This is an optimization exercise on Yosys and OpenROAD, whose aim is small area, a short achievable clock period and few clock cycles, not a production implementation.
Only simulation tests tie the RTL to the original design; equivalence was not proved.
No activity file was given, so power comes from the tool's default toggle rates.

==> flow/design.v <==
module cpu(
           input        clk,
           input        reset,
           input        prog_we,     
           input  [3:0] prog_addr,   
           input  [7:0] prog_data,   
           output [7:0] out,
           output       out_valid,   
           output       halt_o);     
   reg [127:0] mem;
   reg [7:0]  ir;       
   reg [3:0]  pc;       
   reg [7:0]  opr;      
   reg        e_ld;     
   reg        e_ar;     
   reg        e_sub;
   reg        e_sta;    
   reg        e_out;
   reg [7:0]  a;
   reg        c, z;
   reg [7:0]  oreg;
   reg        ovalid;
   reg        halted;
   wire [7:0] g = a & opr;
   wire [7:0] p = a | opr;
   wire       c1 = e_sub ? (a[0] | ~opr[0]) : (a[0] & opr[0]);
   wire [8:0] cy;
   genvar ci, cj;
   generate
      for (ci = 0; ci <= 8; ci = ci + 1) begin : cla
         if (ci == 0) begin : c0
            assign cy[0] = 1'b0;
         end else if (ci == 1) begin : c1b
            assign cy[1] = c1;
         end else begin : cn
            wire [ci-1:1] t;
            for (cj = 1; cj < ci; cj = cj + 1) begin : term
               if (cj == ci - 1) begin : last
                  assign t[cj] = g[cj];
               end else begin : mid
                  assign t[cj] = g[cj] & (&p[ci-1:cj+1]);
               end
            end
            assign cy[ci] = (|t) | (c1 & (&p[ci-1:1]));
         end
      end
   endgenerate
   wire [7:0] res = a ^ opr ^ cy[7:0];
   wire       c_new = cy[8] ^ e_sub;
   wire [7:0] kin = {a[6:1] | opr[6:1], e_sub | a[0], 1'b0};
   wire       z_new = &(~(a ^ opr ^ kin));
   wire       z_f = e_ar ? z_new : z;
   wire [3:0] op = ir[7:4];
   wire [3:0] n  = ir[3:0];
   wire d_lda = (op == 4'h1);
   wire d_add = (op == 4'h2);
   wire d_sub = (op == 4'h3);
   wire d_sta = (op == 4'h4);
   wire d_ldi = (op == 4'h5);
   wire d_jmp = (op == 4'h6);
   wire d_jc  = (op == 4'h7);
   wire d_jz  = (op == 4'h8);
   wire d_out = (op == 4'he);
   wire d_hlt = (op == 4'hf);
   wire hold  = d_hlt | (op >= 4'h9 && op <= 4'hd);
   wire uses_n = d_lda | d_add | d_sub | d_jmp | d_jc | d_jz;
   wire hz_n   = e_sta & (opr[3:0] == n) & uses_n;
   wire hz_p   = e_sta & (opr[3:0] == pc);
   wire st_p   = d_sta & (n == pc);
   wire [7:0] rd_n = mem[n*8 +: 8];
   wire [7:0] rd_p = mem[pc*8 +: 8];
   wire [3:0] n_inc  = {n[3] ^ (&n[2:0]), n[2] ^ (&n[1:0]), n[1] ^ n[0], ~n[0]};
   wire [3:0] pc_inc = {pc[3] ^ (&pc[2:0]), pc[2] ^ (&pc[1:0]), pc[1] ^ pc[0], ~pc[0]};
   wire       c_if1 = e_ar ? ~e_sub : c;
   wire       c_if0 = e_ar ?  e_sub : c;
   wire       jgo   = ~reset & ~hz_n;
   wire       jump1 = jgo & (d_jmp | (d_jc & c_if1) | (d_jz & z_f));
   wire       jump0 = jgo & (d_jmp | (d_jc & c_if0) | (d_jz & z_f));
   wire [7:0] ir_seq = reset ? 8'h00 : (hold | hz_n) ? ir : (st_p | hz_p) ? 8'h00 : rd_p;
   wire [3:0] pc_seq = reset ? 4'd0 : (hold | hz_n | st_p | hz_p) ? pc : pc_inc;
   wire [7:0] ir_1 = jump1 ? rd_n : ir_seq;
   wire [7:0] ir_0 = jump0 ? rd_n : ir_seq;
   wire [3:0] pc_1 = jump1 ? n_inc : pc_seq;
   wire [3:0] pc_0 = jump0 ? n_inc : pc_seq;
   always @(posedge clk) begin
      ir <= cy[8] ? ir_1 : ir_0;
      pc <= cy[8] ? pc_1 : pc_0;
   end
   always @(posedge clk) begin
      if (reset || hz_n) begin
         e_ld  <= 1'b0;
         e_ar  <= 1'b0;
         e_sub <= 1'b0;
         e_sta <= 1'b0;
         e_out <= 1'b0;
      end else begin
         e_ld  <= d_lda | d_ldi;
         e_ar  <= d_add | d_sub;
         e_sub <= d_sub;
         e_sta <= d_sta;
         e_out <= d_out;
      end
      opr <= (d_ldi | d_sta) ? {4'b0, n} : (d_sub ? {~rd_n[7:1], rd_n[0]} : rd_n);
   end
   wire       ar     = e_ar & ~reset;
   wire [7:0] a_oth  = reset ? 8'd0 : e_ld ? opr : a;
   always @(posedge clk) begin
      a <= ar ? res : a_oth;
      c <= ar ? c_new : (~reset & c);
      z <= ar ? z_new : (~reset & z);
      if (reset) begin
         oreg <= 8'd0;
         ovalid <= 1'b0;
         halted <= 1'b0;
      end else begin
         if (e_out)
           oreg <= a;
         ovalid <= e_out;
         if (d_hlt)
           halted <= 1'b1;
      end
   end
   wire       we    = reset ? prog_we : e_sta;
   wire [3:0] waddr = reset ? prog_addr : opr[3:0];
   wire [7:0] wdata = reset ? prog_data : a;
   genvar i;
   generate
      for (i = 0; i < 16; i = i + 1) begin : ram
         always @(posedge clk)
           if (we && waddr == i)
             mem[i*8 +: 8] <= wdata;
      end
   endgenerate
   assign out = oreg;
   assign out_valid = ovalid;
   assign halt_o = halted;
endmodule
export LEC_CHECK = 0
export CAP_MARGIN = 20
export CORE_MARGIN = 2
export CORE_UTILIZATION = 40
export CTS_BUF_LIST = sky130_fd_sc_hd__clkbuf_4 sky130_fd_sc_hd__clkbuf_8
export SETUP_SLACK_MARGIN = 2.2
export SLEW_MARGIN = 20
export TNS_END_PERCENT = 5
create_clock -name core_clock -period 4.5 [get_ports {clk}]
standard.sh (not shown) runs the stock make flow with config.mk's settings and CLKGATE_MAP_FILE= SYNTH_SCRIPT=/design/flow/synth_recipe.tcl, a recipe that flattens the netlist after the stock synthesis.
==> flow/flow/run.sh <==
#!/bin/bash
# Standard layout (standard synthesis unchanged), with two ORFS settings changed:
# - port buffers are sky130_fd_sc_hd__buf_2 instead of the default choice
#   (a slow delay cell), every port still gets its buffer;
# - the resizer may change a gate's size to one with another footprint.
set -euo pipefail
bash standard.sh MATCH_CELL_FOOTPRINT=0 "BUFFER_PORTS_ARGS=-buffer_cell sky130_fd_sc_hd__buf_2" finish > make_finish.log 2>&1
Testbench counts at the start, summed over its fixed seeds: cycles 34,429.
Then changed:
==> flow/flow/run.sh (replaced) <==
#!/bin/bash
# Standard layout (standard synthesis unchanged), with these ORFS settings changed:
# - port buffers are sky130_fd_sc_hd__buf_2 instead of the default choice
#   (a slow delay cell), every port still gets its buffer;
# - the resizer may change a gate's size to one with another footprint;
# - clock tree synthesis adds no dummy loads.
set -euo pipefail
bash standard.sh MATCH_CELL_FOOTPRINT=0 "BUFFER_PORTS_ARGS=-buffer_cell sky130_fd_sc_hd__buf_2" \
  "CTS_ARGS=-sink_clustering_enable -repair_clock_nets -buf_list {sky130_fd_sc_hd__clkbuf_4 sky130_fd_sc_hd__clkbuf_8} -dont_use_dummy_load" \
  finish > make_finish.log 2>&1
Settings changed: CTS_BUF_LIST sky130_fd_sc_hd__clkbuf_4 sky130_fd_sc_hd__clkbuf_8 to default, PLACE_DENSITY from default to 0.75, SETUP_SLACK_MARGIN 2.2 to 2.3.
The changed run produced a clean layout; die area is unchanged; non-clock buffer count shrinks by 6; synthesized cell count does not change; global-route usage shrinks by 0.58 points; final cell count shrinks by 2.2%; power shrinks by 6.3%; routed wire length shrinks by 3.3%; via count shrinks by 1.3%.
Then changed:
Settings changed: GPL_ROUTABILITY_DRIVEN from default to 0, SETUP_SLACK_MARGIN 2.3 to 2.2.
The changed run finished clean. Count of clock-buffer cells in the layout does not change. Worst setup slack improves by 64 ps. Final cell count hardly moves.
Then changed:
Settings changed: CTS_BUF_LIST from default to sky130_fd_sc_hd__clkbuf_4 sky130_fd_sc_hd__clkbuf_8, GPL_ROUTABILITY_DRIVEN 0 to default, PLACE_DENSITY 0.75 to default.
Cell area barely changes.
Utilization barely changes.
Power increases slightly.
Routed wire length came out higher by a few percent.
Synthesized cell count stays the same.
Non-clock buffer count climbs by 5.
Fmax fell slightly.
Area after synthesis does not change.

## separate check: timing with driven ports
How much do the figures lean on ideal ports? The routed layouts below were timed once more, with nothing changed but the port constraints.
Step 1 assumes that a clkbuf_16 drives the clock port and a buf_2 every other input.
Step 2 also shifts input and output timing later by t, the mid clock arrival at the registers, as if the neighbouring blocks saw the same clock.
Slacks: ideal ports / drivers / drivers and shift; pairs: ideal ports / drivers.
run	t (ns)	slack for setup (ns)	clock arrival spread, ns
the first run	0.520	2.075 / 2.075 / 1.692	0.018 / 0.019
the second run	0.495	2.040 / 2.040 / 1.620	0.041 / 0.041
the third run	0.485	2.104 / 2.104 / 1.662	0.037 / 0.037
the fourth run	0.492	2.092 / 2.092 / 1.678	0.056 / 0.056
After both steps setup and hold are still met in every run listed. The setup slack of the third run, which loses most, moves by 0.000 ns with the drivers and by -0.442 ns with both steps.
